This design comes from an exercise in tuning for small area on the open sky130 flow, not from production work.
Function was checked by simulation only, so behaviour that the tests miss may differ from the original.

<file path="flow/flow/run.sh">
#!/bin/bash
# The standard layout, with the smallest buffer on every input and output port
# instead of the flow's default choice, and clock tree synthesis without dummy
# loads and with smaller clock buffers, then downsizing of gates off the
# critical paths after global routing (power recovery).  make's output goes to flow_make.log.
set -euo pipefail
export BUFFER_PORTS_ARGS="-buffer_cell sky130_fd_sc_hd__buf_1"
export CTS_ARGS="-sink_clustering_enable -repair_clock_nets -dont_use_dummy_load -buf_list {sky130_fd_sc_hd__clkbuf_8} -sink_clustering_size 20 -sink_clustering_max_diameter 60"
export RECOVER_POWER=100
bash standard.sh > flow_make.log 2>&1
</file>
<file path="flow/standard.sh">
#!/bin/bash
# synth_recipe.tcl (not shown) runs the flow's synth.tcl, then flattens the netlist and writes it again
# the make line also repeats each setting of config.mk as NAME=value (left out here)
make -C /OpenROAD-flow-scripts/flow DESIGN_CONFIG=/design/flow/config.mk WORK_HOME=/design/flow/orfs CLKGATE_MAP_FILE= SYNTH_SCRIPT=/design/flow/synth_recipe.tcl "${@:-finish}"
</file>
<file path="flow/config.mk">
export PLATFORM = sky130hd
export DESIGN_NAME = acdma_top
export DESIGN_NICKNAME = acdma_top
export VERILOG_FILES = /design/flow/design.v
export SDC_FILE = /design/flow/constraint.sdc
export NUM_CORES = 4
export LEC_CHECK = 0
export CAP_MARGIN = 20
export CORE_MARGIN = 2
export CORE_UTILIZATION = 70
export PLACE_DENSITY = 0.8
export SLEW_MARGIN = 20
export SYNTH_HIERARCHICAL = 1
export SYNTH_MINIMUM_KEEP_SIZE = 0
</file>
<file path="flow/constraint.sdc">
create_clock -name core_clock -period 4.0 [get_ports {clk}]
set_input_delay 0.8000 -clock core_clock [delete_from_list [all_inputs] [get_ports {clk}]]
set_output_delay 0.8000 -clock core_clock [all_outputs]
set_load 0.01 [all_outputs]
</file>
<file path="flow/design.v">
package AggrCDMAPkg;
    parameter int CDMA_CODE_WIDTH = 16;                      
    parameter int NUM_PORTS       = CDMA_CODE_WIDTH;         
    parameter int DATA_WIDTH      = 8;                       
    parameter int LOG_CODE_WIDTH  = $clog2(CDMA_CODE_WIDTH-1); 
    parameter int COUNTER_WIDTH   = $clog2(CDMA_CODE_WIDTH-1);   
    parameter logic [CDMA_CODE_WIDTH*CDMA_CODE_WIDTH-1:0] CDMA_CODES    
                   = { 16'd0,
                       16'd21845,
                       16'd13107,
                       16'd26214,
                       16'd3855,
                       16'd23130,
                       16'd15420,
                       16'd26985,
                       16'd255,
                       16'd21930,
                       16'd13260,
                       16'd26265,
                       16'd4080,
                       16'd23205,
                       16'd15555,
                       16'd27030};
    typedef   logic [DATA_WIDTH-1:0] dataWord;  
endpackage
module fa3 (
  input  logic a,
  input  logic b,
  input  logic c,
  output logic s,
  output logic co
);
  assign s  = a ^ b ^ c;
  assign co = (a & b) | (a & c) | (b & c);
endmodule
module ha2 (
  input  logic a,
  input  logic b,
  output logic s,
  output logic co
);
  assign s  = a ^ b;
  assign co = a & b;
endmodule
module acdma_top (
  input  logic         clk,
  input  logic         rst,
  input  logic [127:0] data_in,
  output logic [127:0] decoded_out
);
  logic [15:1] chip;
  wire  [15:0] chipx = {chip, 1'b0};
  wire  [3:0]  ph = ~{chip[8], chip[4], chip[2], chip[1]};
  wire  [3:0]  nn = ~(ph + 4'h1);
  always_ff @(posedge clk) begin
    if (rst) {chip[12], chip[8], chip[4], chip[3], chip[2], chip[1]} <= 6'd0;
    else begin
      chip[1] <= nn[0];
      chip[2] <= nn[1];
      chip[3] <= nn[0] ^ nn[1];
      chip[4] <= nn[2];
      chip[8] <= nn[3];
      chip[12] <= nn[2] ^ nn[3];
    end
  end
  assign chip[5] = chip[1] ^ chip[4];
  assign chip[6] = chip[2] ^ chip[4];
  assign chip[7] = chip[3] ^ chip[4];
  assign chip[9] = chip[1] ^ chip[8];
  assign chip[10] = chip[2] ^ chip[8];
  assign chip[11] = chip[3] ^ chip[8];
  assign chip[13] = chip[1] ^ chip[12];
  assign chip[14] = chip[2] ^ chip[12];
  assign chip[15] = chip[3] ^ chip[12];
  logic [127:0] w;
  assign w[7:0] = {~(data_in[7] ^ chipx[0]), data_in[6:0] ^ {7{chipx[0]}}};
  assign w[15:8] = {~(data_in[15] ^ chipx[1]), data_in[14:8] ^ {7{chipx[1]}}};
  assign w[23:16] = {~(data_in[23] ^ chipx[2]), data_in[22:16] ^ {7{chipx[2]}}};
  assign w[31:24] = {~(data_in[31] ^ chipx[3]), data_in[30:24] ^ {7{chipx[3]}}};
  assign w[39:32] = {~(data_in[39] ^ chipx[4]), data_in[38:32] ^ {7{chipx[4]}}};
  assign w[47:40] = {~(data_in[47] ^ chipx[5]), data_in[46:40] ^ {7{chipx[5]}}};
  assign w[55:48] = {~(data_in[55] ^ chipx[6]), data_in[54:48] ^ {7{chipx[6]}}};
  assign w[63:56] = {~(data_in[63] ^ chipx[7]), data_in[62:56] ^ {7{chipx[7]}}};
  assign w[71:64] = {~(data_in[71] ^ chipx[8]), data_in[70:64] ^ {7{chipx[8]}}};
  assign w[79:72] = {~(data_in[79] ^ chipx[9]), data_in[78:72] ^ {7{chipx[9]}}};
  assign w[87:80] = {~(data_in[87] ^ chipx[10]), data_in[86:80] ^ {7{chipx[10]}}};
  assign w[95:88] = {~(data_in[95] ^ chipx[11]), data_in[94:88] ^ {7{chipx[11]}}};
  assign w[103:96] = {~(data_in[103] ^ chipx[12]), data_in[102:96] ^ {7{chipx[12]}}};
  assign w[111:104] = {~(data_in[111] ^ chipx[13]), data_in[110:104] ^ {7{chipx[13]}}};
  assign w[119:112] = {~(data_in[119] ^ chipx[14]), data_in[118:112] ^ {7{chipx[14]}}};
  assign w[127:120] = {~(data_in[127] ^ chipx[15]), data_in[126:120] ^ {7{chipx[15]}}};
  wire ts0, tc0;
  fa3 uts0 (.a(w[0]), .b(w[8]), .c(w[16]), .s(ts0), .co(tc0));
  wire ts1, tc1;
  fa3 uts1 (.a(w[24]), .b(w[32]), .c(w[64]), .s(ts1), .co(tc1));
  wire ts2, tc2;
  fa3 uts2 (.a(w[96]), .b(w[40]), .c(w[48]), .s(ts2), .co(tc2));
  wire ts3, tc3;
  fa3 uts3 (.a(w[56]), .b(w[72]), .c(w[80]), .s(ts3), .co(tc3));
  wire ts4, tc4;
  fa3 uts4 (.a(w[88]), .b(w[104]), .c(w[112]), .s(ts4), .co(tc4));
  wire ts5, tc5;
  fa3 uts5 (.a(w[120]), .b(ts0), .c(ts1), .s(ts5), .co(tc5));
  wire ts6, tc6;
  fa3 uts6 (.a(ts2), .b(ts3), .c(ts4), .s(ts6), .co(tc6));
  wire ts7, tc7;
  fa3 uts7 (.a(w[1]), .b(w[9]), .c(w[17]), .s(ts7), .co(tc7));
  wire ts8, tc8;
  fa3 uts8 (.a(w[25]), .b(w[33]), .c(w[65]), .s(ts8), .co(tc8));
  wire ts9, tc9;
  fa3 uts9 (.a(w[97]), .b(w[41]), .c(w[49]), .s(ts9), .co(tc9));
  wire ts10, tc10;
  fa3 uts10 (.a(w[57]), .b(w[73]), .c(w[81]), .s(ts10), .co(tc10));
  wire ts11, tc11;
  fa3 uts11 (.a(w[89]), .b(w[105]), .c(w[113]), .s(ts11), .co(tc11));
  wire ts12, tc12;
  fa3 uts12 (.a(w[121]), .b(tc0), .c(tc1), .s(ts12), .co(tc12));
  wire ts13, tc13;
  fa3 uts13 (.a(ts7), .b(ts8), .c(tc2), .s(ts13), .co(tc13));
  wire ts14, tc14;
  fa3 uts14 (.a(tc3), .b(tc4), .c(ts9), .s(ts14), .co(tc14));
  wire ts15, tc15;
  fa3 uts15 (.a(ts10), .b(ts11), .c(tc5), .s(ts15), .co(tc15));
  wire ts16, tc16;
  fa3 uts16 (.a(ts12), .b(tc6), .c(ts13), .s(ts16), .co(tc16));
  wire ts17, tc17;
  fa3 uts17 (.a(w[2]), .b(w[10]), .c(w[18]), .s(ts17), .co(tc17));
  wire ts18, tc18;
  fa3 uts18 (.a(w[26]), .b(w[34]), .c(w[66]), .s(ts18), .co(tc18));
  wire ts19, tc19;
  fa3 uts19 (.a(w[98]), .b(w[42]), .c(w[50]), .s(ts19), .co(tc19));
  wire ts20, tc20;
  fa3 uts20 (.a(w[58]), .b(w[74]), .c(w[82]), .s(ts20), .co(tc20));
  wire ts21, tc21;
  fa3 uts21 (.a(w[90]), .b(w[106]), .c(w[114]), .s(ts21), .co(tc21));
  wire ts22, tc22;
  fa3 uts22 (.a(w[122]), .b(tc7), .c(tc8), .s(ts22), .co(tc22));
  wire ts23, tc23;
  fa3 uts23 (.a(ts17), .b(ts18), .c(tc9), .s(ts23), .co(tc23));
  wire ts24, tc24;
  fa3 uts24 (.a(tc10), .b(tc11), .c(ts19), .s(ts24), .co(tc24));
  wire ts25, tc25;
  fa3 uts25 (.a(ts20), .b(ts21), .c(tc12), .s(ts25), .co(tc25));
  wire ts26, tc26;
  fa3 uts26 (.a(ts22), .b(tc13), .c(tc14), .s(ts26), .co(tc26));
  wire ts27, tc27;
  fa3 uts27 (.a(ts23), .b(ts24), .c(tc15), .s(ts27), .co(tc27));
  wire ts28, tc28;
  fa3 uts28 (.a(ts25), .b(tc16), .c(ts26), .s(ts28), .co(tc28));
  wire ts29, tc29;
  fa3 uts29 (.a(w[3]), .b(w[11]), .c(w[19]), .s(ts29), .co(tc29));
  wire ts30, tc30;
  fa3 uts30 (.a(w[27]), .b(w[35]), .c(w[67]), .s(ts30), .co(tc30));
  wire ts31, tc31;
  fa3 uts31 (.a(w[99]), .b(w[43]), .c(w[51]), .s(ts31), .co(tc31));
  wire ts32, tc32;
  fa3 uts32 (.a(w[59]), .b(w[75]), .c(w[83]), .s(ts32), .co(tc32));
  wire ts33, tc33;
  fa3 uts33 (.a(w[91]), .b(w[107]), .c(w[115]), .s(ts33), .co(tc33));
  wire ts34, tc34;
  fa3 uts34 (.a(w[123]), .b(tc17), .c(tc18), .s(ts34), .co(tc34));
  wire ts35, tc35;
  fa3 uts35 (.a(ts29), .b(ts30), .c(tc19), .s(ts35), .co(tc35));
  wire ts36, tc36;
  fa3 uts36 (.a(tc20), .b(tc21), .c(ts31), .s(ts36), .co(tc36));
  wire ts37, tc37;
  fa3 uts37 (.a(ts32), .b(ts33), .c(tc22), .s(ts37), .co(tc37));
  wire ts38, tc38;
  fa3 uts38 (.a(ts34), .b(tc23), .c(tc24), .s(ts38), .co(tc38));
  wire ts39, tc39;
  fa3 uts39 (.a(ts35), .b(tc25), .c(ts36), .s(ts39), .co(tc39));
  wire ts40, tc40;
  fa3 uts40 (.a(ts37), .b(tc26), .c(ts38), .s(ts40), .co(tc40));
  wire ts41, tc41;
  fa3 uts41 (.a(tc27), .b(ts39), .c(tc28), .s(ts41), .co(tc41));
  wire ts42, tc42;
  fa3 uts42 (.a(w[4]), .b(w[12]), .c(w[20]), .s(ts42), .co(tc42));
  wire ts43, tc43;
  fa3 uts43 (.a(w[28]), .b(w[36]), .c(w[68]), .s(ts43), .co(tc43));
  wire ts44, tc44;
  fa3 uts44 (.a(w[100]), .b(w[44]), .c(w[52]), .s(ts44), .co(tc44));
  wire ts45, tc45;
  fa3 uts45 (.a(w[60]), .b(w[76]), .c(w[84]), .s(ts45), .co(tc45));
  wire ts46, tc46;
  fa3 uts46 (.a(w[92]), .b(w[108]), .c(w[116]), .s(ts46), .co(tc46));
  wire ts47, tc47;
  fa3 uts47 (.a(w[124]), .b(tc29), .c(tc30), .s(ts47), .co(tc47));
  wire ts48, tc48;
  fa3 uts48 (.a(ts42), .b(ts43), .c(tc31), .s(ts48), .co(tc48));
  wire ts49, tc49;
  fa3 uts49 (.a(tc32), .b(tc33), .c(ts44), .s(ts49), .co(tc49));
  wire ts50, tc50;
  fa3 uts50 (.a(ts45), .b(ts46), .c(tc34), .s(ts50), .co(tc50));
  wire ts51, tc51;
  fa3 uts51 (.a(ts47), .b(tc35), .c(tc36), .s(ts51), .co(tc51));
  wire ts52, tc52;
  fa3 uts52 (.a(ts48), .b(tc37), .c(ts49), .s(ts52), .co(tc52));
  wire ts53, tc53;
  fa3 uts53 (.a(ts50), .b(tc38), .c(tc39), .s(ts53), .co(tc53));
  wire ts54, tc54;
  fa3 uts54 (.a(ts51), .b(ts52), .c(tc40), .s(ts54), .co(tc54));
  wire ts55, tc55;
  fa3 uts55 (.a(w[5]), .b(w[13]), .c(w[21]), .s(ts55), .co(tc55));
  wire ts56, tc56;
  fa3 uts56 (.a(w[29]), .b(w[37]), .c(w[69]), .s(ts56), .co(tc56));
  wire ts57, tc57;
  fa3 uts57 (.a(w[101]), .b(w[45]), .c(w[53]), .s(ts57), .co(tc57));
  wire ts58, tc58;
  fa3 uts58 (.a(w[61]), .b(w[77]), .c(w[85]), .s(ts58), .co(tc58));
  wire ts59, tc59;
  fa3 uts59 (.a(w[93]), .b(w[109]), .c(w[117]), .s(ts59), .co(tc59));
  wire ts60, tc60;
  fa3 uts60 (.a(w[125]), .b(tc42), .c(tc43), .s(ts60), .co(tc60));
  wire ts61, tc61;
  fa3 uts61 (.a(ts55), .b(ts56), .c(tc44), .s(ts61), .co(tc61));
  wire ts62, tc62;
  fa3 uts62 (.a(tc45), .b(tc46), .c(ts57), .s(ts62), .co(tc62));
  wire ts63, tc63;
  fa3 uts63 (.a(ts58), .b(ts59), .c(tc47), .s(ts63), .co(tc63));
  wire ts64, tc64;
  fa3 uts64 (.a(ts60), .b(tc48), .c(tc49), .s(ts64), .co(tc64));
  wire ts65, tc65;
  fa3 uts65 (.a(ts61), .b(tc50), .c(ts62), .s(ts65), .co(tc65));
  wire ts66, tc66;
  fa3 uts66 (.a(ts63), .b(tc51), .c(tc52), .s(ts66), .co(tc66));
  wire ts67, tc67;
  fa3 uts67 (.a(ts64), .b(ts65), .c(tc53), .s(ts67), .co(tc67));
  wire ts68, tc68;
  fa3 uts68 (.a(w[6]), .b(w[14]), .c(w[22]), .s(ts68), .co(tc68));
  wire ts69, tc69;
  fa3 uts69 (.a(w[30]), .b(w[38]), .c(w[70]), .s(ts69), .co(tc69));
  wire ts70, tc70;
  fa3 uts70 (.a(w[102]), .b(w[46]), .c(w[54]), .s(ts70), .co(tc70));
  wire ts71, tc71;
  fa3 uts71 (.a(w[62]), .b(w[78]), .c(w[86]), .s(ts71), .co(tc71));
  wire ts72, tc72;
  fa3 uts72 (.a(w[94]), .b(w[110]), .c(w[118]), .s(ts72), .co(tc72));
  wire ts73, tc73;
  fa3 uts73 (.a(w[126]), .b(tc55), .c(tc56), .s(ts73), .co(tc73));
  wire ts74, tc74;
  fa3 uts74 (.a(ts68), .b(ts69), .c(tc57), .s(ts74), .co(tc74));
  wire ts75, tc75;
  fa3 uts75 (.a(tc58), .b(tc59), .c(ts70), .s(ts75), .co(tc75));
  wire ts76, tc76;
  fa3 uts76 (.a(ts71), .b(ts72), .c(tc60), .s(ts76), .co(tc76));
  wire ts77, tc77;
  fa3 uts77 (.a(ts73), .b(tc61), .c(tc62), .s(ts77), .co(tc77));
  wire ts78, tc78;
  fa3 uts78 (.a(ts74), .b(tc63), .c(ts75), .s(ts78), .co(tc78));
  wire ts79, tc79;
  fa3 uts79 (.a(ts76), .b(tc64), .c(tc65), .s(ts79), .co(tc79));
  wire ts80, tc80;
  fa3 uts80 (.a(ts77), .b(ts78), .c(tc66), .s(ts80), .co(tc80));
  wire ts81, tc81;
  fa3 uts81 (.a(w[7]), .b(w[15]), .c(w[23]), .s(ts81), .co(tc81));
  wire ts82, tc82;
  fa3 uts82 (.a(w[31]), .b(w[39]), .c(w[71]), .s(ts82), .co(tc82));
  wire ts83, tc83;
  fa3 uts83 (.a(w[103]), .b(w[47]), .c(w[55]), .s(ts83), .co(tc83));
  wire ts84, tc84;
  fa3 uts84 (.a(w[63]), .b(w[79]), .c(w[87]), .s(ts84), .co(tc84));
  wire ts85, tc85;
  fa3 uts85 (.a(w[95]), .b(w[111]), .c(w[119]), .s(ts85), .co(tc85));
  wire ts86, tc86;
  fa3 uts86 (.a(w[127]), .b(tc68), .c(tc69), .s(ts86), .co(tc86));
  wire ts87, tc87;
  fa3 uts87 (.a(ts81), .b(ts82), .c(tc70), .s(ts87), .co(tc87));
  wire ts88, tc88;
  fa3 uts88 (.a(tc71), .b(tc72), .c(ts83), .s(ts88), .co(tc88));
  wire ts89, tc89;
  fa3 uts89 (.a(ts84), .b(ts85), .c(tc73), .s(ts89), .co(tc89));
  wire ts90, tc90;
  fa3 uts90 (.a(ts86), .b(tc74), .c(tc75), .s(ts90), .co(tc90));
  wire ts91, tc91;
  fa3 uts91 (.a(ts87), .b(tc76), .c(ts88), .s(ts91), .co(tc91));
  wire ts92, tc92;
  fa3 uts92 (.a(ts89), .b(tc77), .c(tc78), .s(ts92), .co(tc92));
  wire ts93, tc93;
  fa3 uts93 (.a(ts90), .b(ts91), .c(tc79), .s(ts93), .co(tc93));
  wire ts94, tc94;
  fa3 uts94 (.a(tc81), .b(tc82), .c(tc83), .s(ts94), .co(tc94));
  wire ts95, tc95;
  fa3 uts95 (.a(tc84), .b(tc85), .c(tc86), .s(ts95), .co(tc95));
  wire ts96, tc96;
  fa3 uts96 (.a(tc87), .b(tc88), .c(ts94), .s(ts96), .co(tc96));
  wire ts97, tc97;
  fa3 uts97 (.a(tc89), .b(ts95), .c(tc90), .s(ts97), .co(tc97));
  wire ts98, tc98;
  fa3 uts98 (.a(tc91), .b(ts96), .c(tc92), .s(ts98), .co(tc98));
  wire ts99, tc99;
  fa3 uts99 (.a(tc94), .b(tc95), .c(tc96), .s(ts99), .co(tc99));
  wire [11:0] t0 = {1'b0, tc99, tc97, ts97, ts92, ts79, ts66, ts53, ts40, ts27, ts14, ts5};
  wire [11:0] t1 = {1'b0, 1'b0, ts99, tc93, tc80, tc67, tc54, tc41, ts41, ts28, ts15, ts6};
  wire [11:0] t2 = {1'b0, 1'b0, tc98, ts98, ts93, ts80, ts67, ts54, 1'b0, 1'b0, ts16, 1'b0};
  logic [11:0] a0, a1, a2;
  logic [11:0] r1, r2;
  logic [11:4] r3;
  logic [4:0] xl;
  logic [6:0] xd;
  logic cx;
  wire sel = ~ph[0];
  wire [4:0] xa = sel ? {r2[3:0], 1'b0} : r2[4:0];
  wire [4:0] xb = sel ? ~xl : r1[4:0];
  wire [5:0] xc;
  wire [4:0] xs;
  ha2 uxl0 (.a(xa[0]), .b(xb[0]), .s(xs[0]), .co(xc[1]));
  fa3 uxl1 (.a(xa[1]), .b(xb[1]), .c(xc[1]), .s(xs[1]), .co(xc[2]));
  fa3 uxl2 (.a(xa[2]), .b(xb[2]), .c(xc[2]), .s(xs[2]), .co(xc[3]));
  fa3 uxl3 (.a(xa[3]), .b(xb[3]), .c(xc[3]), .s(xs[3]), .co(xc[4]));
  fa3 uxl4 (.a(xa[4]), .b(xb[4]), .c(xc[4]), .s(xs[4]), .co(xc[5]));
  wire [6:0] ya = sel ? r3[11:5] : r3[10:4];
  wire [6:0] yb = sel ? r2[11:5] : ~xd;
  wire [7:0] yc;
  wire [6:0] ys;
  assign yc[0] = cx;
  fa3 uxh0 (.a(ya[0]), .b(yb[0]), .c(yc[0]), .s(ys[0]), .co(yc[1]));
  fa3 uxh1 (.a(ya[1]), .b(yb[1]), .c(yc[1]), .s(ys[1]), .co(yc[2]));
  fa3 uxh2 (.a(ya[2]), .b(yb[2]), .c(yc[2]), .s(ys[2]), .co(yc[3]));
  fa3 uxh3 (.a(ya[3]), .b(yb[3]), .c(yc[3]), .s(ys[3]), .co(yc[4]));
  fa3 uxh4 (.a(ya[4]), .b(yb[4]), .c(yc[4]), .s(ys[4]), .co(yc[5]));
  fa3 uxh5 (.a(ya[5]), .b(yb[5]), .c(yc[5]), .s(ys[5]), .co(yc[6]));
  assign ys[6] = ya[6] ^ yb[6] ^ yc[6];
  always_ff @(posedge clk) begin
    a0 <= t0;
    a1 <= t1;
    a2 <= t2;
    r1 <= a0 + a1 + a2;
    r2 <= r1;
    r3 <= r2[11:4];
    xl <= xs;
    cx <= xc[5];
    xd <= ys;
  end
  wire [4:0] xlo = xl;
  logic [7:0] sl, sh;
  logic clr_lo, clr_hi;
  assign clr_lo = (ph == 4'd4) | (ph == 4'd5);
  always_comb begin
    case (ph)
      4'd0: sl = 8'he1;
      4'd1: sl = 8'he1;
      4'd2: sl = 8'h00;
      4'd3: sl = 8'h00;
      4'd4: sl = 8'h63;
      4'd5: sl = 8'h63;
      4'd6: sl = 8'hc9;
      4'd7: sl = 8'hc9;
      4'd8: sl = 8'hb4;
      4'd9: sl = 8'hb4;
      4'd10: sl = 8'h55;
      4'd11: sl = 8'h55;
      4'd12: sl = 8'h9c;
      4'd13: sl = 8'h9c;
      4'd14: sl = 8'hc9;
      4'd15: sl = 8'hc9;
      default: sl = 8'h00;
    endcase
  end
  always_ff @(posedge clk) begin
    sh <= sl;
    clr_hi <= clr_lo;
  end
  logic [4:0] klo [0:7];
  logic [6:0] khi [0:7];
  assign klo[0] = ph[0] ? 5'h1c : 5'h14;
  assign khi[0] = ph[0] ? 7'h3 : 7'h7f;
  assign klo[1] = ph[0] ? 5'h18 : 5'h18;
  assign khi[1] = ph[0] ? 7'h7f : 7'h7f;
  assign klo[2] = ph[0] ? 5'h18 : 5'h18;
  assign khi[2] = ph[0] ? 7'h7f : 7'h7f;
  assign klo[3] = ph[0] ? 5'h18 : 5'h18;
  assign khi[3] = ph[0] ? 7'h7f : 7'h7f;
  assign klo[4] = ph[0] ? 5'h18 : 5'h18;
  assign khi[4] = ph[0] ? 7'h7f : 7'h7f;
  assign klo[5] = ph[0] ? 5'h18 : 5'h18;
  assign khi[5] = ph[0] ? 7'h7f : 7'h7f;
  assign klo[6] = ph[0] ? 5'h18 : 5'h18;
  assign khi[6] = ph[0] ? 7'h7f : 7'h7f;
  assign klo[7] = ph[0] ? 5'h18 : 5'h18;
  assign khi[7] = ph[0] ? 7'h7f : 7'h7f;
  logic [11:0] ring [0:15];
  logic [7:0]  cy;
  wire [4:0] la0 = ~(clr_lo ? klo[0] : ring[0][4:0]);
  wire [4:0] lb0 = xlo ^ {5{sl[0]}};
  wire [5:0] lc0;
  wire [4:0] ls0;
  assign lc0[0] = 1'b0;
  ha2 ul0_0 (.a(la0[0]), .b(lb0[0]), .s(ls0[0]), .co(lc0[1]));
  fa3 ul0_1 (.a(la0[1]), .b(lb0[1]), .c(lc0[1]), .s(ls0[1]), .co(lc0[2]));
  fa3 ul0_2 (.a(la0[2]), .b(lb0[2]), .c(lc0[2]), .s(ls0[2]), .co(lc0[3]));
  fa3 ul0_3 (.a(la0[3]), .b(lb0[3]), .c(lc0[3]), .s(ls0[3]), .co(lc0[4]));
  fa3 ul0_4 (.a(la0[4]), .b(lb0[4]), .c(lc0[4]), .s(ls0[4]), .co(lc0[5]));
  wire [6:0] ha0 = ~(clr_hi ? khi[0] : ring[1][11:5]);
  wire [6:0] hb0 = xd ^ {7{sh[0]}};
  wire [6:0] hc0;
  wire [6:0] hs0;
  assign hc0[0] = cy[0];
  fa3 uh0_0 (.a(ha0[0]), .b(hb0[0]), .c(hc0[0]), .s(hs0[0]), .co(hc0[1]));
  fa3 uh0_1 (.a(ha0[1]), .b(hb0[1]), .c(hc0[1]), .s(hs0[1]), .co(hc0[2]));
  fa3 uh0_2 (.a(ha0[2]), .b(hb0[2]), .c(hc0[2]), .s(hs0[2]), .co(hc0[3]));
  fa3 uh0_3 (.a(ha0[3]), .b(hb0[3]), .c(hc0[3]), .s(hs0[3]), .co(hc0[4]));
  fa3 uh0_4 (.a(ha0[4]), .b(hb0[4]), .c(hc0[4]), .s(hs0[4]), .co(hc0[5]));
  fa3 uh0_5 (.a(ha0[5]), .b(hb0[5]), .c(hc0[5]), .s(hs0[5]), .co(hc0[6]));
  assign hs0[6] = ha0[6] ^ hb0[6] ^ hc0[6];
  wire [4:0] la1 = ~(clr_lo ? klo[1] : ring[2][4:0]);
  wire [4:0] lb1 = xlo ^ {5{sl[1]}};
  wire [5:0] lc1;
  wire [4:0] ls1;
  assign lc1[0] = 1'b0;
  ha2 ul1_0 (.a(la1[0]), .b(lb1[0]), .s(ls1[0]), .co(lc1[1]));
  fa3 ul1_1 (.a(la1[1]), .b(lb1[1]), .c(lc1[1]), .s(ls1[1]), .co(lc1[2]));
  fa3 ul1_2 (.a(la1[2]), .b(lb1[2]), .c(lc1[2]), .s(ls1[2]), .co(lc1[3]));
  fa3 ul1_3 (.a(la1[3]), .b(lb1[3]), .c(lc1[3]), .s(ls1[3]), .co(lc1[4]));
  fa3 ul1_4 (.a(la1[4]), .b(lb1[4]), .c(lc1[4]), .s(ls1[4]), .co(lc1[5]));
  wire [6:0] ha1 = ~(clr_hi ? khi[1] : ring[3][11:5]);
  wire [6:0] hb1 = xd ^ {7{sh[1]}};
  wire [6:0] hc1;
  wire [6:0] hs1;
  assign hc1[0] = cy[1];
  fa3 uh1_0 (.a(ha1[0]), .b(hb1[0]), .c(hc1[0]), .s(hs1[0]), .co(hc1[1]));
  fa3 uh1_1 (.a(ha1[1]), .b(hb1[1]), .c(hc1[1]), .s(hs1[1]), .co(hc1[2]));
  fa3 uh1_2 (.a(ha1[2]), .b(hb1[2]), .c(hc1[2]), .s(hs1[2]), .co(hc1[3]));
  fa3 uh1_3 (.a(ha1[3]), .b(hb1[3]), .c(hc1[3]), .s(hs1[3]), .co(hc1[4]));
  fa3 uh1_4 (.a(ha1[4]), .b(hb1[4]), .c(hc1[4]), .s(hs1[4]), .co(hc1[5]));
  fa3 uh1_5 (.a(ha1[5]), .b(hb1[5]), .c(hc1[5]), .s(hs1[5]), .co(hc1[6]));
  assign hs1[6] = ha1[6] ^ hb1[6] ^ hc1[6];
  wire [4:0] la2 = ~(clr_lo ? klo[2] : ring[4][4:0]);
  wire [4:0] lb2 = xlo ^ {5{sl[2]}};
  wire [5:0] lc2;
  wire [4:0] ls2;
  assign lc2[0] = 1'b0;
  ha2 ul2_0 (.a(la2[0]), .b(lb2[0]), .s(ls2[0]), .co(lc2[1]));
  fa3 ul2_1 (.a(la2[1]), .b(lb2[1]), .c(lc2[1]), .s(ls2[1]), .co(lc2[2]));
  fa3 ul2_2 (.a(la2[2]), .b(lb2[2]), .c(lc2[2]), .s(ls2[2]), .co(lc2[3]));
  fa3 ul2_3 (.a(la2[3]), .b(lb2[3]), .c(lc2[3]), .s(ls2[3]), .co(lc2[4]));
  fa3 ul2_4 (.a(la2[4]), .b(lb2[4]), .c(lc2[4]), .s(ls2[4]), .co(lc2[5]));
  wire [6:0] ha2 = ~(clr_hi ? khi[2] : ring[5][11:5]);
  wire [6:0] hb2 = xd ^ {7{sh[2]}};
  wire [6:0] hc2;
  wire [6:0] hs2;
  assign hc2[0] = cy[2];
  fa3 uh2_0 (.a(ha2[0]), .b(hb2[0]), .c(hc2[0]), .s(hs2[0]), .co(hc2[1]));
  fa3 uh2_1 (.a(ha2[1]), .b(hb2[1]), .c(hc2[1]), .s(hs2[1]), .co(hc2[2]));
  fa3 uh2_2 (.a(ha2[2]), .b(hb2[2]), .c(hc2[2]), .s(hs2[2]), .co(hc2[3]));
  fa3 uh2_3 (.a(ha2[3]), .b(hb2[3]), .c(hc2[3]), .s(hs2[3]), .co(hc2[4]));
  fa3 uh2_4 (.a(ha2[4]), .b(hb2[4]), .c(hc2[4]), .s(hs2[4]), .co(hc2[5]));
  fa3 uh2_5 (.a(ha2[5]), .b(hb2[5]), .c(hc2[5]), .s(hs2[5]), .co(hc2[6]));
  assign hs2[6] = ha2[6] ^ hb2[6] ^ hc2[6];
  wire [4:0] la3 = ~(clr_lo ? klo[3] : ring[6][4:0]);
  wire [4:0] lb3 = xlo ^ {5{sl[3]}};
  wire [5:0] lc3;
  wire [4:0] ls3;
  assign lc3[0] = 1'b0;
  ha2 ul3_0 (.a(la3[0]), .b(lb3[0]), .s(ls3[0]), .co(lc3[1]));
  fa3 ul3_1 (.a(la3[1]), .b(lb3[1]), .c(lc3[1]), .s(ls3[1]), .co(lc3[2]));
  fa3 ul3_2 (.a(la3[2]), .b(lb3[2]), .c(lc3[2]), .s(ls3[2]), .co(lc3[3]));
  fa3 ul3_3 (.a(la3[3]), .b(lb3[3]), .c(lc3[3]), .s(ls3[3]), .co(lc3[4]));
  fa3 ul3_4 (.a(la3[4]), .b(lb3[4]), .c(lc3[4]), .s(ls3[4]), .co(lc3[5]));
  wire [6:0] ha3 = ~(clr_hi ? khi[3] : ring[7][11:5]);
  wire [6:0] hb3 = xd ^ {7{sh[3]}};
  wire [6:0] hc3;
  wire [6:0] hs3;
  assign hc3[0] = cy[3];
  fa3 uh3_0 (.a(ha3[0]), .b(hb3[0]), .c(hc3[0]), .s(hs3[0]), .co(hc3[1]));
  fa3 uh3_1 (.a(ha3[1]), .b(hb3[1]), .c(hc3[1]), .s(hs3[1]), .co(hc3[2]));
  fa3 uh3_2 (.a(ha3[2]), .b(hb3[2]), .c(hc3[2]), .s(hs3[2]), .co(hc3[3]));
  fa3 uh3_3 (.a(ha3[3]), .b(hb3[3]), .c(hc3[3]), .s(hs3[3]), .co(hc3[4]));
  fa3 uh3_4 (.a(ha3[4]), .b(hb3[4]), .c(hc3[4]), .s(hs3[4]), .co(hc3[5]));
  fa3 uh3_5 (.a(ha3[5]), .b(hb3[5]), .c(hc3[5]), .s(hs3[5]), .co(hc3[6]));
  assign hs3[6] = ha3[6] ^ hb3[6] ^ hc3[6];
  wire [4:0] la4 = ~(clr_lo ? klo[4] : ring[8][4:0]);
  wire [4:0] lb4 = xlo ^ {5{sl[4]}};
  wire [5:0] lc4;
  wire [4:0] ls4;
  assign lc4[0] = 1'b0;
  ha2 ul4_0 (.a(la4[0]), .b(lb4[0]), .s(ls4[0]), .co(lc4[1]));
  fa3 ul4_1 (.a(la4[1]), .b(lb4[1]), .c(lc4[1]), .s(ls4[1]), .co(lc4[2]));
  fa3 ul4_2 (.a(la4[2]), .b(lb4[2]), .c(lc4[2]), .s(ls4[2]), .co(lc4[3]));
  fa3 ul4_3 (.a(la4[3]), .b(lb4[3]), .c(lc4[3]), .s(ls4[3]), .co(lc4[4]));
  fa3 ul4_4 (.a(la4[4]), .b(lb4[4]), .c(lc4[4]), .s(ls4[4]), .co(lc4[5]));
  wire [6:0] ha4 = ~(clr_hi ? khi[4] : ring[9][11:5]);
  wire [6:0] hb4 = xd ^ {7{sh[4]}};
  wire [6:0] hc4;
  wire [6:0] hs4;
  assign hc4[0] = cy[4];
  fa3 uh4_0 (.a(ha4[0]), .b(hb4[0]), .c(hc4[0]), .s(hs4[0]), .co(hc4[1]));
  fa3 uh4_1 (.a(ha4[1]), .b(hb4[1]), .c(hc4[1]), .s(hs4[1]), .co(hc4[2]));
  fa3 uh4_2 (.a(ha4[2]), .b(hb4[2]), .c(hc4[2]), .s(hs4[2]), .co(hc4[3]));
  fa3 uh4_3 (.a(ha4[3]), .b(hb4[3]), .c(hc4[3]), .s(hs4[3]), .co(hc4[4]));
  fa3 uh4_4 (.a(ha4[4]), .b(hb4[4]), .c(hc4[4]), .s(hs4[4]), .co(hc4[5]));
  fa3 uh4_5 (.a(ha4[5]), .b(hb4[5]), .c(hc4[5]), .s(hs4[5]), .co(hc4[6]));
  assign hs4[6] = ha4[6] ^ hb4[6] ^ hc4[6];
  wire [4:0] la5 = ~(clr_lo ? klo[5] : ring[10][4:0]);
  wire [4:0] lb5 = xlo ^ {5{sl[5]}};
  wire [5:0] lc5;
  wire [4:0] ls5;
  assign lc5[0] = 1'b0;
  ha2 ul5_0 (.a(la5[0]), .b(lb5[0]), .s(ls5[0]), .co(lc5[1]));
  fa3 ul5_1 (.a(la5[1]), .b(lb5[1]), .c(lc5[1]), .s(ls5[1]), .co(lc5[2]));
  fa3 ul5_2 (.a(la5[2]), .b(lb5[2]), .c(lc5[2]), .s(ls5[2]), .co(lc5[3]));
  fa3 ul5_3 (.a(la5[3]), .b(lb5[3]), .c(lc5[3]), .s(ls5[3]), .co(lc5[4]));
  fa3 ul5_4 (.a(la5[4]), .b(lb5[4]), .c(lc5[4]), .s(ls5[4]), .co(lc5[5]));
  wire [6:0] ha5 = ~(clr_hi ? khi[5] : ring[11][11:5]);
  wire [6:0] hb5 = xd ^ {7{sh[5]}};
  wire [6:0] hc5;
  wire [6:0] hs5;
  assign hc5[0] = cy[5];
  fa3 uh5_0 (.a(ha5[0]), .b(hb5[0]), .c(hc5[0]), .s(hs5[0]), .co(hc5[1]));
  fa3 uh5_1 (.a(ha5[1]), .b(hb5[1]), .c(hc5[1]), .s(hs5[1]), .co(hc5[2]));
  fa3 uh5_2 (.a(ha5[2]), .b(hb5[2]), .c(hc5[2]), .s(hs5[2]), .co(hc5[3]));
  fa3 uh5_3 (.a(ha5[3]), .b(hb5[3]), .c(hc5[3]), .s(hs5[3]), .co(hc5[4]));
  fa3 uh5_4 (.a(ha5[4]), .b(hb5[4]), .c(hc5[4]), .s(hs5[4]), .co(hc5[5]));
  fa3 uh5_5 (.a(ha5[5]), .b(hb5[5]), .c(hc5[5]), .s(hs5[5]), .co(hc5[6]));
  assign hs5[6] = ha5[6] ^ hb5[6] ^ hc5[6];
  wire [4:0] la6 = ~(clr_lo ? klo[6] : ring[12][4:0]);
  wire [4:0] lb6 = xlo ^ {5{sl[6]}};
  wire [5:0] lc6;
  wire [4:0] ls6;
  assign lc6[0] = 1'b0;
  ha2 ul6_0 (.a(la6[0]), .b(lb6[0]), .s(ls6[0]), .co(lc6[1]));
  fa3 ul6_1 (.a(la6[1]), .b(lb6[1]), .c(lc6[1]), .s(ls6[1]), .co(lc6[2]));
  fa3 ul6_2 (.a(la6[2]), .b(lb6[2]), .c(lc6[2]), .s(ls6[2]), .co(lc6[3]));
  fa3 ul6_3 (.a(la6[3]), .b(lb6[3]), .c(lc6[3]), .s(ls6[3]), .co(lc6[4]));
  fa3 ul6_4 (.a(la6[4]), .b(lb6[4]), .c(lc6[4]), .s(ls6[4]), .co(lc6[5]));
  wire [6:0] ha6 = ~(clr_hi ? khi[6] : ring[13][11:5]);
  wire [6:0] hb6 = xd ^ {7{sh[6]}};
  wire [6:0] hc6;
  wire [6:0] hs6;
  assign hc6[0] = cy[6];
  fa3 uh6_0 (.a(ha6[0]), .b(hb6[0]), .c(hc6[0]), .s(hs6[0]), .co(hc6[1]));
  fa3 uh6_1 (.a(ha6[1]), .b(hb6[1]), .c(hc6[1]), .s(hs6[1]), .co(hc6[2]));
  fa3 uh6_2 (.a(ha6[2]), .b(hb6[2]), .c(hc6[2]), .s(hs6[2]), .co(hc6[3]));
  fa3 uh6_3 (.a(ha6[3]), .b(hb6[3]), .c(hc6[3]), .s(hs6[3]), .co(hc6[4]));
  fa3 uh6_4 (.a(ha6[4]), .b(hb6[4]), .c(hc6[4]), .s(hs6[4]), .co(hc6[5]));
  fa3 uh6_5 (.a(ha6[5]), .b(hb6[5]), .c(hc6[5]), .s(hs6[5]), .co(hc6[6]));
  assign hs6[6] = ha6[6] ^ hb6[6] ^ hc6[6];
  wire [4:0] la7 = ~(clr_lo ? klo[7] : ring[14][4:0]);
  wire [4:0] lb7 = xlo ^ {5{sl[7]}};
  wire [5:0] lc7;
  wire [4:0] ls7;
  assign lc7[0] = 1'b0;
  ha2 ul7_0 (.a(la7[0]), .b(lb7[0]), .s(ls7[0]), .co(lc7[1]));
  fa3 ul7_1 (.a(la7[1]), .b(lb7[1]), .c(lc7[1]), .s(ls7[1]), .co(lc7[2]));
  fa3 ul7_2 (.a(la7[2]), .b(lb7[2]), .c(lc7[2]), .s(ls7[2]), .co(lc7[3]));
  fa3 ul7_3 (.a(la7[3]), .b(lb7[3]), .c(lc7[3]), .s(ls7[3]), .co(lc7[4]));
  fa3 ul7_4 (.a(la7[4]), .b(lb7[4]), .c(lc7[4]), .s(ls7[4]), .co(lc7[5]));
  wire [6:0] ha7 = ~(clr_hi ? khi[7] : ring[15][11:5]);
  wire [6:0] hb7 = xd ^ {7{sh[7]}};
  wire [6:0] hc7;
  wire [6:0] hs7;
  assign hc7[0] = cy[7];
  fa3 uh7_0 (.a(ha7[0]), .b(hb7[0]), .c(hc7[0]), .s(hs7[0]), .co(hc7[1]));
  fa3 uh7_1 (.a(ha7[1]), .b(hb7[1]), .c(hc7[1]), .s(hs7[1]), .co(hc7[2]));
  fa3 uh7_2 (.a(ha7[2]), .b(hb7[2]), .c(hc7[2]), .s(hs7[2]), .co(hc7[3]));
  fa3 uh7_3 (.a(ha7[3]), .b(hb7[3]), .c(hc7[3]), .s(hs7[3]), .co(hc7[4]));
  fa3 uh7_4 (.a(ha7[4]), .b(hb7[4]), .c(hc7[4]), .s(hs7[4]), .co(hc7[5]));
  fa3 uh7_5 (.a(ha7[5]), .b(hb7[5]), .c(hc7[5]), .s(hs7[5]), .co(hc7[6]));
  assign hs7[6] = ha7[6] ^ hb7[6] ^ hc7[6];
  always_ff @(posedge clk) begin
    ring[1] <= {ring[0][11:5], ls0};
    cy[0] <= lc0[5];
    ring[2] <= {hs0, ring[1][4:0]};
    ring[3] <= {ring[2][11:5], ls1};
    cy[1] <= lc1[5];
    ring[4] <= {hs1, ring[3][4:0]};
    ring[5] <= {ring[4][11:5], ls2};
    cy[2] <= lc2[5];
    ring[6] <= {hs2, ring[5][4:0]};
    ring[7] <= {ring[6][11:5], ls3};
    cy[3] <= lc3[5];
    ring[8] <= {hs3, ring[7][4:0]};
    ring[9] <= {ring[8][11:5], ls4};
    cy[4] <= lc4[5];
    ring[10] <= {hs4, ring[9][4:0]};
    ring[11] <= {ring[10][11:5], ls5};
    cy[5] <= lc5[5];
    ring[12] <= {hs5, ring[11][4:0]};
    ring[13] <= {ring[12][11:5], ls6};
    cy[6] <= lc6[5];
    ring[14] <= {hs6, ring[13][4:0]};
    ring[15] <= {ring[14][11:5], ls7};
    cy[7] <= lc7[5];
    ring[0] <= {hs7, ring[15][4:0]};
  end
  logic [0:0] cap [0:7];
  always_ff @(posedge clk) begin
    cap[0] <= ring[0][4:4];
    cap[1] <= ring[8][4:4];
    cap[2] <= ring[4][4:4];
    cap[3] <= ring[12][4:4];
    cap[4] <= ring[14][4:4];
    cap[5] <= ring[10][4:4];
    cap[6] <= ring[2][4:4];
    cap[7] <= ring[6][4:4];
  end
  assign decoded_out[7:0] = {ring[1][11:5], cap[0]};
  assign decoded_out[15:8] = ring[0][11:4];
  assign decoded_out[23:16] = {ring[9][11:5], cap[1]};
  assign decoded_out[31:24] = ring[8][11:4];
  assign decoded_out[39:32] = {ring[5][11:5], cap[2]};
  assign decoded_out[47:40] = ring[4][11:4];
  assign decoded_out[55:48] = {ring[13][11:5], cap[3]};
  assign decoded_out[63:56] = ring[12][11:4];
  assign decoded_out[71:64] = {ring[15][11:5], cap[4]};
  assign decoded_out[79:72] = ring[14][11:4];
  assign decoded_out[87:80] = {ring[11][11:5], cap[5]};
  assign decoded_out[95:88] = ring[10][11:4];
  assign decoded_out[103:96] = {ring[3][11:5], cap[6]};
  assign decoded_out[111:104] = ring[2][11:4];
  assign decoded_out[119:112] = {ring[7][11:5], cap[7]};
  assign decoded_out[127:120] = ring[6][11:4];
endmodule
</file>
==> results by group <==
Outcome
  – Outcome: finished clean

Setup path
  – Reg2reg end: a2[8]
  – Setup crit end kind: register
  – Crit path launch: chip[1]
  – WS Path Type: register to register
  – Startpoint Class: register
  – Worst EP required: 4.40 ns
  – Critical path arrival: 4.15 ns
  – R2R Setup Slk: 0.25 ns
  – Critical Path Sink: a2[8]
  – Reg2reg start: chip[1]
  – Reg2reg path depth: 8
  – Worst Path Max Fanout: 9

Synthesis
  – EDFF count, synth: 0
  – Syn nets: 1475
  – Post-synth ARST share: 0%
  – Seq/Total Area, Yosys: 40.3%
  – Distinct cells, synth: 41
  – Gate Count Post-Synth: 1118
  – Top post-synthesis cells by area: dfxtp_1 40%, fa_1 27%, xor2_1 6.9%
  – Post-synth top area share: 40.3%
  – Post-Syn Area per Cell: 13.1 um2
  – Top FF cell, synth: dfxtp_1
  – Synthesized area: 0.0146 mm2
  – Ys Warns: 20
  – Yosys top cell by area: dfxtp_1
  – #FFs+latches synth: ~300

Place
  – Post-DP Area: approximately 0.015 mm2
  – Setup WS pre-CTS: 0.228 ns
  – Gpl congestion: around 0.86
  – Port Buffers: 257
  – Post-DP HPWL: 22200 um

Global route
  – All-layer global routing usage: 26.0%
  – Met3 global-route usage: 3.50%
  – Remaining Overflow, GRT: 0
  – M1 GR Usage: 32.3%
  – GR peak layer: met2
  – Met2 Use GR: 48.3%
  – Number of global-route vias before repair: around 8400
  – Initial antenna violation count: 0
  – First-pass GRT wire length: roughly 44000 um
  – Largest net degree at the start of global routing: 28

Clocking
  – # clock sinks: 294
  – Root Driver: clkbuf_8
  – Hold buffers post-CTS: 0
  – Reg clk slew, reported paths: roughly 0.12 ns
  – CTS tree: yes
  – CTS Buf Count: 19
  – Clock latency (worst-skew pair): 0.53 ns
  – Post-CTS Repair Setup Buffers: 0
  – CTS resizes: 0
  – H-tree Lvls: 1
  – Max clock buf depth: 3

STA
  – Clk_skew: roughly 0.044 ns
  – Crit path time final: 3.75 ns
  – Relative slew slack: 57.1%
  – Worst-margin pin slew: 0.643 ns
  – Fmax achieved: 0.267 GHz
  – Total negative setup slack: 0 ns
  – Hold Fails Final Rpt: 0
  – Fin. max-slew vios: 0
  – RSZ-0062 raised after global routing: no
  – Final setup vio count: 0
  – Final worst slack: 0.250 ns
  – Final Cycle Share: 93.7%

Routing
  – Wire length per cell: 18.0 um
  – 1st-pass router iterations: 4
  – Via count: 7582
  – DRC Markers: 0
  – Avg Vias per Cell: 5.01
  – Detailed Route WL: 27300 um
  – ANT nets after route: 0
  – Initial DRC Count: between 200 and 300

Layout
  – Final core utilization: 74.4%
  – Design area: 0.0151 mm2
  – Synth-to-Final Area Change: 3.59%
  – Share of cells above drive strength 1: between 5 and 6%
  – Nets: 1601
  – N_diodes: 0

Hold path
  – Hold Path Class: register to register
  – Worst Hold Depth: 0
  – Hold Startpoint: ring[1][0]

Die
  – FP Rows: 52
  – Die Y: 149 um
  – Die outline width: roughly 150 um
  – Core Footprint: 0.0204 mm2
  – Initial Util: 71.8%
  – IO Pins: 258
  – Die ar.: 0.0221 mm2

Flow run
  – Max cap viols: 0
==> per-stage QoR <==
step	hold slack, ns	cells
after floorplan	0.310	1118
after global placement	0.310	1493
after detailed placement	0.312	1493
after CTS	0.283	1512
after global routing	0.288	1512
final	0.282	1512
==> Yosys stat by module (local to each module, per instance) <==
| module | flops+latches | times used | cells inside | area [um2] |
|---|---|---|---|---|
| acdma_top | 294 | 1 | 919 | 10700 |
| ha2 | 0 | 9 | 1 | 12.5 |
| fa3 | 0 | 190 | 1 | 20.0 |
==> cells in the mapped netlist (4+ instances only) <==
master and number:
a21oi_1 4, buf_1 7, buf_2 13, buf_4 133, clkbuf_1 15, dfxtp_1 294, fa_1 198, ha_1 29
inv_1 19, mux2_2 10, mux2i_1 6, nand2_1 37, nor2_1 78, o21ai_0 12, xnor2_1 106, xnor2_4 8
xor2_1 115
==> worst max-delay path, cell delays in order, from the launching register on <==
cell and delay, ns:
dfxtp_2 0.52, buf_4 0.34, xor2_1 0.14, fa_1 0.43, fa_1 0.46, fa_1 0.45, fa_1 0.43, fa_1 0.41
fa_1 0.43
==> routing by layer <==
metal / vias up / routed length, um
met5: - / 0
met3: 36 / 1420
met1: 3772 / 10800
li1: 3535 / -
met4: 0 / 615
met2: 239 / 14400
==> cell usage in the layout, fill, tap and decap left out, types with 2 or more instances in the layout <==
cell type and n:
a211oi_2 2, a21oi_1 4, buf_1 257, buf_12 2, buf_4 15, clkbuf_8 19
dfxtp_1 291, dfxtp_2 3, fa_1 198, ha_1 29, inv_1 20, mux2_2 9
mux2i_1 6, mux2i_4 3, nand2_1 37, nor2_1 79, nor2b_1 3, nor3_1 2
o21ai_0 15, xnor2_1 106, xnor2_4 8, xor2_1 115
==> cell type report <==
cell class | count | area, um2
Inverter | 20 | 75.1
Tap cell | 270 | 338
Fill cell | 1372 | 5220
Clock buffer | 19 | 262
Multi-Input combinational cell | 634 | 7460
Timing Repair Buffer | 275 | 1120
Sequential cell | 294 | 5890
==> worst min path at each step <==
stage / end
floorplan: r2[10]
global placement: ring[12][2]
detailed placement: ring[14][4]
CTS: ring[2][0]
global route: ring[2][0]
finish: ring[2][0]
==> logic make-up (layout without fill, tap and decap cells) <==
logic type,Yosys count,count (layout),share of synthesized area [%]
AOI/OAI and AO/OA,31,31,1.61
and+or+nand+nor,128,128,3.63
buffers and inverters,190,314,8.51
muxes,19,19,1.64
xor gates and xnor gates,229,229,14.7
DFF,294,294,40.3
adders and majority gates,227,227,29.6
==> flip-flops by register name, summed over array words and instances, names as in the netlist <==
name and cells:
a0 11, a1 10, a2 7, cap 8
chip 6, clr_hi 1, cx 1, cy 8
r1 12, r2 12, r3 8, ring 192
sh 6, xd 7, xl 5

==> static timing again, ports no longer ideal <==
Ports are ideal in the flow. The routed layout listed here was re-timed in OpenROAD.
Step 1 (the two cells are an assumption about what drives the block):
set clk [get_ports {clk}]
set_driving_cell -lib_cell sky130_fd_sc_hd__clkbuf_16 $clk
set_driving_cell -lib_cell sky130_fd_sc_hd__buf_2 [delete_from_list [all_inputs] $clk]
Step 2, shift: input delay + t, output delay - t, t = (earliest + latest rising clock arrival at the registers) / 2. This alone moves slack from input paths to output paths.
Three values: no drivers, after step 1, after step 2; two values: the first two.
shift t [ns]: 0.555
setup slack, ns: 0.250 / 0.250 / 0.231
hold slack, ns: 0.282 / 0.282 / 0.282
worst register clock-pin slew, ns: 0.12 / 0.12
After both steps this run still meets setup and hold. The setup slack of this run moves by 0.000 ns with the drivers and by -0.019 ns with both steps.
